Background: an optimization exercise with open tools, aiming at small area, a short achievable clock period and few clock cycles per item. Do not read the settings as production practice.
The RTL was checked by simulation tests, not by an equivalence proof against the original design.

File: flow/config.mk
export PLATFORM = sky130hd
export DESIGN_NAME = dot_product
export DESIGN_NICKNAME = dot_product
export VERILOG_FILES = /design/flow/design.v
export SDC_FILE = /design/flow/constraint.sdc
export NUM_CORES = 4
export LEC_CHECK = 0
export CAP_MARGIN = 20
export CORE_MARGIN = 2
export CORE_UTILIZATION = 30
export PLACE_DENSITY = 0.5
export SLEW_MARGIN = 20
File: flow/run.sh
#!/bin/bash
# synth_recipe.tcl (not shown) runs the flow's synth.tcl, then flattens the netlist and writes it again
# the make line also repeats each setting of config.mk as NAME=value (left out here)
make -C /OpenROAD-flow-scripts/flow DESIGN_CONFIG=/design/flow/config.mk WORK_HOME=/design/flow/orfs CLKGATE_MAP_FILE= SYNTH_SCRIPT=/design/flow/synth_recipe.tcl finish
File: flow/design.v
module sram22_64x32m4w8 (
  input clk,
  input we,
  input [3:0] wmask,
  input [5:0] addr,
  input [31:0] din,
  output reg [31:0] dout
);
reg [31:0] mem [0:63];
always @(posedge clk) begin
  if (we) begin
    if (wmask[0]) mem[addr][7:0]   <= din[7:0];
    if (wmask[1]) mem[addr][15:8]  <= din[15:8];
    if (wmask[2]) mem[addr][23:16] <= din[23:16];
    if (wmask[3]) mem[addr][31:24] <= din[31:24];
  end else begin
    dout <= mem[addr];
  end
end
endmodule
module dot_product #(
  parameter ADDR_WIDTH = 5,
  parameter WIDTH = 32
) (
  input clk,
  input rst,
  input [ADDR_WIDTH:0] len,
  input [WIDTH-1:0] a_data,
  input a_valid,
  output reg a_ready,
  input [WIDTH-1:0] b_data,
  input b_valid,
  output reg b_ready,
  output [WIDTH-1:0] c_data,
  output reg c_valid,
  input c_ready
);
reg [WIDTH-1:0] a_r, b_r;
reg a_full, b_full;
reg [ADDR_WIDTH:0] len_r;
reg [ADDR_WIDTH:0] n;
reg [WIDTH-1:0] p_r;
reg p_v, p_last;
reg [WIDTH-1:0] acc;
wire a_fire = a_valid && a_ready;
wire b_fire = b_valid && b_ready;
wire pair = a_full && b_full;
wire last = pair && (n == len_r - 1'b1);
wire a_full_nx = a_fire || (a_full && !pair);
wire b_full_nx = b_fire || (b_full && !pair);
assign c_data = acc;
always @(posedge clk) begin
  len_r <= len;
  if (a_ready) a_r <= a_data;
  if (b_ready) b_r <= b_data;
  p_r <= a_r * b_r;
  if (rst) begin
    a_full <= 1'b0;
    b_full <= 1'b0;
    a_ready <= 1'b1;
    b_ready <= 1'b1;
    n <= 0;
    p_v <= 1'b0;
    p_last <= 1'b0;
    acc <= 0;
    c_valid <= 1'b0;
  end else begin
    a_full <= a_full_nx;
    b_full <= b_full_nx;
    a_ready <= !a_full_nx || b_full_nx;
    b_ready <= !b_full_nx || a_full_nx;
    if (pair) n <= last ? 0 : n + 1'b1;
    p_v <= pair;
    p_last <= last;
    if (c_valid && c_ready) begin
      c_valid <= 1'b0;
      acc <= 0;
    end else begin
      if (p_v) acc <= acc + p_r;
      if (p_last) c_valid <= 1'b1;
    end
  end
end
endmodule
File: flow/constraint.sdc
create_clock -name core_clock -period 10.0 [get_ports {clk}]
set_input_delay 2.0000 -clock core_clock [delete_from_list [all_inputs] [get_ports {clk}]]
set_output_delay 2.0000 -clock core_clock [all_outputs]
set_load 0.01 [all_outputs]
==> run summary <==
critical path required time=10.37 ns; reg-to-reg endpoint=p_r[31]; post-route clock period utilization=0.769; Net count, final=2,902; post_cts resized=0; endpoint type of the worst setup path=flop; GR peak layer=met2; hold path depth=2; number of global-route vias before repair=16,200; Mean Syn Cell Area=9.67 um2; Post-CTS Setup Repair Bufs=0; die area=73,400 um2; Starting Density=0.304; post-synth cell types=52; worst r2r path cells=22; Worst setup SP type=flop; Post-synth EDFFs=64; Cell Chain, Critical Path=and2_1 > fa_1 > fa_1 > fa_1 > inv_1 > fa_1 > inv_1 > fa_1 > fa_1 > fa_1 > inv_1 > fa_1 > inv_1 > ha_1 > and3_1 > nand4_1 > o21ai_0 > nand4_1 > a41oi_1 > o21a_1 > nor2_1 > xnor2_1; Max Slew Vio Count=0; min-delay worst type=reg -> reg; Die X=271 um; Seq cells post-synth=147; Residual DRC=0; Final min period=7.69 ns; Fin. Hold Viols=0; via-per-instance ratio=4.58; die height=271 um; Worst path slowest cell=edfxtp_1; Initial DRT Pass Iterations=6; via count=14,700; share of the synthesized area in the top cell type=0.383; Top FF cell, synth=dfxtp_1; fillcell total=7,228; # port buffers=109; antenna fix cells=0; FF-to-FF Start=b_r[5]; total core area=70,300 um2; maxcap violations=0; Placer Congestion=0.839; critical path arrival=8.06 ns; Total Routing Usage GR=0.171; initial antenna violation count=0; Finished Layout Cells=3,215; Yosys top cell by area=fa_1; grt ovf=0; Synth Net Count=2,852; Core Rows=97; final number of setup-violating endpoints=0; IO Count=110; CTS Buf Count=17; dominant cells by area after synthesis=fa_1 (38%), ha_1 (9.1%), edfxtp_1 (9.0%); Post-Synthesis Cell Area=21,400 um2; Global Route met1 Usage=0.206; hold path start=p_last; layout cell share with drive strength beyond 1=0.0281; CP peak stage delay=1.00 ns; CTS H-Tree Depth=4; CP most frequent cell=fa_1; RSZ-0062 raised after global routing=false; DR iter-0 viols=602; Bufs and invs on worst path=4; Synth Instances=2,212; sequential share of the synthesized area=0.168; global-route wire length before repair=95.3 mm; most frequent cell after synthesis=fa_1; Routed WL=59.8 mm; largest net degree at the start of global routing=34; Max clock buf depth=2; Clock Latency Late Sink=0.50 ns; met3 usage=0.0239; TritonCTS clock tree=yes; hpwl dp=48.4 mm; Hold Crit Endpoint=c_valid; CTS root buf=clkbuf_16; R2R Setup Slk=2.31 ns; Inst Count DP=3,183; critical path peak fanout=27; sum of negative setup slack=0 ns; Worst-path clk slew=0.07 ns; Slew headroom=0.284; Post-synth top cells=fa_1 (409), inv_1 (399), and2_1 (288), nand2_1 (273), ha_1 (156); clk sinks=147; hold buffer count at CTS=0; routed length per instance=18.6 um; maximum clock rate=130 MHz; Syn. warnings=1; async set or reset register ratio after synthesis=0; ANT nets after route=0; Setup CP Type=reg -> reg; crit-path leading delay family=adder cells; met2 global-route usage=0.312; Clock Skews=0.0258 ns; outcome=timing/DRC/antenna clean; worst slew pin tran=1.07 ns; area added between synthesis and finish=12.4%
worst max-delay path by stage:
stage	from	end	slack (ns)	depth (start not counted)
after floorplan	b_r[3]	p_r[30]	3.16	26
after global placement	b_r[8]	p_r[31]	2.37	23
after detailed placement	b_r[5]	p_r[31]	2.25	22
after CTS	b_r[6]	p_r[31]	2.22	22
after global routing	b_r[8]	p_r[31]	1.78	23
final	b_r[5]	p_r[31]	2.31	22
registers in the layout, indices dropped and copies added (netlist names):
| signal | cells |
|---|---|
| a_r | 32 |
| acc | 32 |
| b_r | 32 |
| p_r | 32 |
| len_r | 6 |
| n | 6 |
| a_full | 1 |
| a_ready | 1 |
| b_full | 1 |
| b_ready | 1 |
| c_valid | 1 |
| p_last | 1 |
| p_v | 1 |
worst reg2reg max path: stages, from the launching register on:
cell      delay, ns
edfxtp_1       1.00
and2_1         0.28
fa_1           0.42
fa_1           0.49
fa_1           0.51
inv_1          0.05
fa_1           0.47
inv_1          0.05
fa_1           0.48
fa_1           0.52
fa_1           0.51
inv_1          0.06
fa_1           0.48
inv_1          0.04
ha_1           0.36
and3_1         0.20
nand4_1        0.14
o21ai_0        0.71
nand4_1        0.23
a41oi_1        0.28
o21a_1         0.14
nor2_1         0.04
xnor2_1        0.11
layer usage:
metal  part of all wire  wire length [um]
met5                  0                 0
met4              0.026              1560
met3              0.026              1540
met2               0.53             31900
met1               0.41             24800
stage by stage:
stage / hold WS, ns / setup slack, ns / utilization / instance area (um2)
finish: 0.447 / 2.31 / 0.342 / 24000
detailed placement: 0.431 / 2.25 / 0.333 / 23400
floorplan: 0.411 / 3.16 / - / 21400
global placement: 0.427 / 2.37 / 0.333 / 23400
CTS: 0.454 / 2.22 / 0.342 / 24000
global route: 0.472 / 1.78 / 0.342 / 24000
area by class of cell:
cell class / count / area, um2 / area share
clock buffers: 18 / 450 / 0.0187
clock inverters: 14 / 154 / 0.00640
inverters: 399 / 1500 / 0.0623
multi-input cells: 1568 / 15900 / 0.663
flip-flops and latches: 147 / 3590 / 0.149
well taps: 940 / 1180 / 0.0489
repair buffers: 129 / 1240 / 0.0516
logic make-up (layout without fill, tap and decap cells):
group | after synthesis | count (layout) | share of synthesized area
AND/OR/NAND/NOR | 688 | 688 | 0.160
adder cells (fa/ha/maj) | 565 | 565 | 0.474
buffers and inverters | 497 | 560 | 0.0873
AO/OA/AOI/OAI | 177 | 177 | 0.0530
flip-flops | 147 | 147 | 0.168
XOR/XNOR | 123 | 123 | 0.0504
multiplexers | 15 | 15 | 0.00708
placed cells by master (no fill, tap or decap), types with 15 or more instances in the layout:
master / instances
and2_1: 288
clkbuf_16: 18
a21oi_1: 58
buf_4: 20
ha_1: 156
edfxtp_1: 64
nor2_1: 72
nand3_1: 15
xnor2_1: 93
xor2_1: 30
clkdlybuf4s50_1: 109
fa_1: 409
o21ai_0: 34
inv_1: 399
a21o_1: 23
dfxtp_1: 81
nand2_1: 273
Testbench counts, summed over its fixed seeds: cycles 10,109, items 512.

re-timing with driven ports:
How much do the figures lean on ideal ports? The routed layout below was timed once more, with nothing changed but the port constraints. Step 1, drivers: a clkbuf_16 drives clk and a buf_2 each remaining input, both assumed. Step 2, shift: input delay + t, output delay - t, t = (earliest + latest rising clock arrival at the registers) / 2. This alone moves slack from input paths to output paths. Slacks: ideal ports / drivers / drivers and shift; pairs: ideal ports / drivers.
t, ns: 0.553
slack for setup (ns): 2.305 / 2.305 / 2.305
hold WS [ns]: 0.447 / 0.447 / 0.447
worst setup path at the end: register to register
pins driven straight from the clock port: 1
After both steps setup and hold are still met in this run. For this run, drivers alone change the setup slack by 0.000 ns; drivers and shift together by 0.000 ns.
